From an optimization exercise on the open Yosys and OpenROAD flow, aimed at small area and a short achievable clock period; shortcuts taken in it are not production practice.
Power is estimated from default activity; no workload was simulated.

==> tundra: inputs <==
==> flow/design.v <==
module fitness_eval #(
           parameter NUM_PARTICLE_TYPE        = 3  ,
           parameter DATA_WIDTH               = 4  ,
           parameter PARTICLE_LENGTH          = 2  ,
           parameter LATTICE_LENGTH           = 11 ,
           parameter SELF_FIT_LENGTH          = 10 ,
           parameter SELF_ENERGY_VEC_LENGTH   = NUM_PARTICLE_TYPE,
           parameter INTERACTION_MATRIX_LENGTH = (NUM_PARTICLE_TYPE**2),
           parameter INDIVIDUAL_LENGTH        = LATTICE_LENGTH * PARTICLE_LENGTH,
           parameter POP_SIZE                 = 50,
           parameter IDX_WIDTH                = 8,
           parameter PTR_LENGTH               = 2
       ) (
           input clk_i,
           input rst_n,
           input [DATA_WIDTH   -1 : 0 ]                 self_energy_i,
           input [DATA_WIDTH   -1 : 0]                  interact_energy_i,
           input [INDIVIDUAL_LENGTH   -1 :0]            individual_vec_i,
           input  wrSelfEnergyValid_i,
           input  wrInteractEnergyValid_i,
           input  in_valid_i,
           input [IDX_WIDTH -1 :0]  ind_idx_i,
           output reg out_valid_ff_o,
           output reg done_ff_o,
           output reg[SELF_FIT_LENGTH-1:0] total_energy_ff_o,
           output reg[INDIVIDUAL_LENGTH - 1 :0] individual_vec_ff_o,
           output reg[IDX_WIDTH-1:0] ind_wb_idx_ff_o
       );
reg [3:0] r0, r1, r2;
reg [4:0] t_rf [0:8];
wire [3:0] s_cur = wrSelfEnergyValid_i ? self_energy_i : r0;
wire [4:0] t_in  = {1'b0, interact_energy_i} + {2'b00, s_cur[3:1]};
integer i;
always @(posedge clk_i) begin
    if (wrInteractEnergyValid_i) begin
        r2 <= s_cur;
        r1 <= r2;
        r0 <= r1;
        for (i = 0; i < 8; i = i + 1)
            t_rf[i] <= t_rf[i+1];
        t_rf[8] <= t_in;
    end
end
reg v1, v2, v3;
always @(posedge clk_i or negedge rst_n) begin
    if (~rst_n) begin
        v1 <= 1'b0; v2 <= 1'b0; v3 <= 1'b0; out_valid_ff_o <= 1'b0;
    end else begin
        v1 <= in_valid_i; v2 <= v1; v3 <= v2; out_valid_ff_o <= v3;
    end
end
reg [21:0] x1, x2, x3;
reg [7:0]  id1, id2, id3;
always @(posedge clk_i) begin
    x1 <= individual_vec_i; x2 <= x1; x3 <= x2; individual_vec_ff_o <= x3;
    id1 <= ind_idx_i; id2 <= id1; id3 <= id2; ind_wb_idx_ff_o <= id3;
end
reg [5:0] cnt;
always @(posedge clk_i or negedge rst_n) begin
    if (~rst_n) begin
        cnt <= 6'd0; done_ff_o <= 1'b0;
    end else begin
        done_ff_o <= (cnt == 6'd49);
        if (wrInteractEnergyValid_i | wrSelfEnergyValid_i | done_ff_o)
            cnt <= 6'd0;
        else if (v3)
            cnt <= cnt + 6'd1;
    end
end
function [2:0] onehot;
    input [1:0] a;
    begin
        onehot = {a[1], a[0], ~a[1] & ~a[0]};
    end
endfunction
function [3:0] slook;
    input [1:0] a;
    reg [2:0] h;
    begin
        h = onehot(a);
        slook = ({4{h[0]}} & r0) | ({4{h[1]}} & r1) | ({4{h[2]}} & r2);
    end
endfunction
function [5:0] tlook;
    input [1:0] a;
    input [1:0] b;
    reg [2:0] ha, hb;
    reg [4:0] hi;
    integer p, q;
    begin
        ha = onehot(a);
        hb = onehot(b);
        hi = 5'd0;
        for (p = 0; p < 3; p = p + 1)
            for (q = 0; q < 3; q = q + 1)
                hi = hi | ({5{ha[p] & hb[q]}} & t_rf[3*p+q]);
        tlook = {hi, (hb[0] & r0[0]) | (hb[1] & r1[0]) | (hb[2] & r2[0])};
    end
endfunction
function [1:0] site;
    input [21:0] x;
    input integer k;
    begin
        site = x[21-2*k -: 2];
    end
endfunction
function [5:0] tk;
    input [21:0] x;
    input integer k;
    begin
        tk = tlook(site(x,k), site(x,k+1));
    end
endfunction
function [11:0] csa;
    input [5:0] a, b, c;
    begin
        csa = {(a & b) | (a & c) | (b & c), a ^ b ^ c};
    end
endfunction
function [17:0] csa9;
    input [8:0] a, b, c;
    begin
        csa9 = {(a & b) | (a & c) | (b & c), a ^ b ^ c};
    end
endfunction
reg [5:0] sa0, ca0, sa1, ca1, sa2, ca2, ta9;
always @(posedge clk_i) begin
    {ca0, sa0} <= csa(tk(x1,0), tk(x1,1), tk(x1,2));
    {ca1, sa1} <= csa(tk(x1,3), tk(x1,4), tk(x1,5));
    {ca2, sa2} <= csa(tk(x1,6), tk(x1,7), tk(x1,8));
    ta9 <= tk(x1,9);
end
reg [7:0] u0, u2;
reg [8:0] u1;
wire [17:0] k0 = csa9({3'b0, sa0}, {2'b0, ca0, 1'b0}, {3'b0, sa1});
wire [17:0] k1 = csa9({2'b0, ca1, 1'b0}, {3'b0, sa2}, {2'b0, ca2, 1'b0});
always @(posedge clk_i) begin
    u0 <= k0[7:0] + {k0[15:9], 1'b0};
    u1 <= k1[8:0] + {k1[16:9], 1'b0};
    u2 <= ta9 + slook(site(x2,0));
end
wire [17:0] kc = csa9({1'b0, u0}, u1, {1'b0, u2});
always @(posedge clk_i) begin
    total_energy_ff_o <= {1'b0, kc[8:0] + {kc[16:9], 1'b0}};
end
endmodule
==> flow/run.sh <==
#!/bin/bash
# synth_recipe.tcl (not shown) runs the flow's synth.tcl, then flattens the netlist and writes it again
# the make line also repeats each setting of config.mk as NAME=value (left out here)
make -C /OpenROAD-flow-scripts/flow DESIGN_CONFIG=/design/flow/config.mk WORK_HOME=/design/flow/orfs CLKGATE_MAP_FILE= SYNTH_SCRIPT=/design/flow/synth_recipe.tcl finish
==> flow/config.mk <==
export PLATFORM = sky130hd
export DESIGN_NAME = fitness_eval
export DESIGN_NICKNAME = fitness_eval
export VERILOG_FILES = /design/flow/design.v
export SDC_FILE = /design/flow/constraint.sdc
export NUM_CORES = 4
export LEC_CHECK = 0
export CAP_MARGIN = 20
export CORE_MARGIN = 2
export CORE_UTILIZATION = 60
export CTS_BUF_LIST = sky130_fd_sc_hd__clkbuf_8 sky130_fd_sc_hd__clkbuf_16
export CTS_CLUSTER_DIAMETER = 100
export CTS_CLUSTER_SIZE = 30
export SETUP_SLACK_MARGIN = 2.8
export SLEW_MARGIN = 20
export TNS_END_PERCENT = 10
==> flow/constraint.sdc <==
create_clock -name core_clock -period 5.0 [get_ports {clk_i}]
set_input_delay 1.0000 -clock core_clock [delete_from_list [all_inputs] [get_ports {clk_i}]]
set_output_delay 1.0000 -clock core_clock [all_outputs]
set_load 0.01 [all_outputs]
==> harbor: changes against tundra <==
--- a/flow/design.v
+++ b/flow/design.v
@@ -113,33 +113,18 @@
 endfunction
-function [11:0] csa;
-    input [5:0] a, b, c;
-    begin
-        csa = {(a & b) | (a & c) | (b & c), a ^ b ^ c};
-    end
-endfunction
-function [17:0] csa9;
-    input [8:0] a, b, c;
-    begin
-        csa9 = {(a & b) | (a & c) | (b & c), a ^ b ^ c};
-    end
-endfunction
-reg [5:0] sa0, ca0, sa1, ca1, sa2, ca2, ta9;
+reg [6:0] p0, p1, p2, p3, p4;
 always @(posedge clk_i) begin
-    {ca0, sa0} <= csa(tk(x1,0), tk(x1,1), tk(x1,2));
-    {ca1, sa1} <= csa(tk(x1,3), tk(x1,4), tk(x1,5));
-    {ca2, sa2} <= csa(tk(x1,6), tk(x1,7), tk(x1,8));
-    ta9 <= tk(x1,9);
+    p0 <= tk(x1,0) + tk(x1,1);
+    p1 <= tk(x1,2) + tk(x1,3);
+    p2 <= tk(x1,4) + tk(x1,5);
+    p3 <= tk(x1,6) + tk(x1,7);
+    p4 <= tk(x1,8) + tk(x1,9);
 end
-reg [7:0] u0, u2;
-reg [8:0] u1;
-wire [17:0] k0 = csa9({3'b0, sa0}, {2'b0, ca0, 1'b0}, {3'b0, sa1});
-wire [17:0] k1 = csa9({2'b0, ca1, 1'b0}, {3'b0, sa2}, {2'b0, ca2, 1'b0});
+reg [8:0] q0;
+reg [7:0] q1;
 always @(posedge clk_i) begin
-    u0 <= k0[7:0] + {k0[15:9], 1'b0};
-    u1 <= k1[8:0] + {k1[16:9], 1'b0};
-    u2 <= ta9 + slook(site(x2,0));
+    q0 <= p0 + p1 + p2;
+    q1 <= p3 + p4;
 end
-wire [17:0] kc = csa9({1'b0, u0}, u1, {1'b0, u2});
 always @(posedge clk_i) begin
-    total_energy_ff_o <= {1'b0, kc[8:0] + {kc[16:9], 1'b0}};
+    total_energy_ff_o <= {1'b0, q0 + q1 + slook(site(x3,0))};
 end
Settings changed: CORE_UTILIZATION 60 to 40, CTS_BUF_LIST sky130_fd_sc_hd__clkbuf_8 sky130_fd_sc_hd__clkbuf_16 to unset, CTS_CLUSTER_DIAMETER 100 to unset, CTS_CLUSTER_SIZE 30 to unset, SETUP_SLACK_MARGIN 2.8 to 0, TNS_END_PERCENT 10 to unset.
==> run summary <==
Between tundra and harbor, the lower setup slack is in harbor (gap 0.63 ns).
Routed wire length: tundra is smaller than harbor (about 16%).
tundra ran to the end with no violations. harbor passed the timing, design-rule and antenna checks.
In harbor the synthesized area is higher than in tundra, by about 3%.
Of tundra and harbor, harbor has the higher critical path depth (gap 8).
==> figures <==
| quantity | tundra | harbor |
|---|---|---|
| Area occupied by multi-input gates | 5160 um^2 | 5680 um^2 |
| Run status | no timing/DRC/antenna violations | no timing/DRC/antenna violations |
| Synthesized area per cell | 11.1 um^2 | 10.3 um^2 |
| Switching part of the total power | 32.7% | 32.6% |
| Portion of netlist area occupied by mux cells | 0.374% | 0.613% |
| Arrival time of data at the critical path endpoint | 1.37 ns | 3.46 ns |
| Mean number of vias per cell | 6.51 | 6.00 |
| Post-route insts no fill | 1320 | 1594 |
| Power consumed by combinational cells | 2.11 mW | 2.39 mW |
| Setup repair after global routing missed its margin | yes | no |
Function was not checked in any run of this note: the RTL went through the layout flow alone.

-- re-timing with driven ports --
In the flow no input, the clock included, has a driving cell. The finished layouts below were timed again as built, in two steps. Step 1, drivers: a clkbuf_16 drives clk_i and a buf_2 each remaining input, both assumed. Step 2 times the ports against the registers' clock, not the clock port: input delays grow and output delays shrink by t, the midpoint of the rising clock arrivals with the driver on. Three values: ideal, step 1, step 2; two values: the first two.
run	t (ns)	slack for setup (ns)	hold WS [ns]	worst setup path at the end	worst slew at a driven data input, ns
tundra	0.526	2.628 / 2.582 / 2.299	0.311 / 0.311 / 0.311	input to register	0.05
harbor	0.605	1.999 / 1.999 / 1.979	0.316 / 0.316 / 0.316	input to register	0.04
After both steps every run listed still meets setup and hold. The setup slack of tundra, which loses most, moves by -0.046 ns with the drivers and by -0.329 ns with both steps.
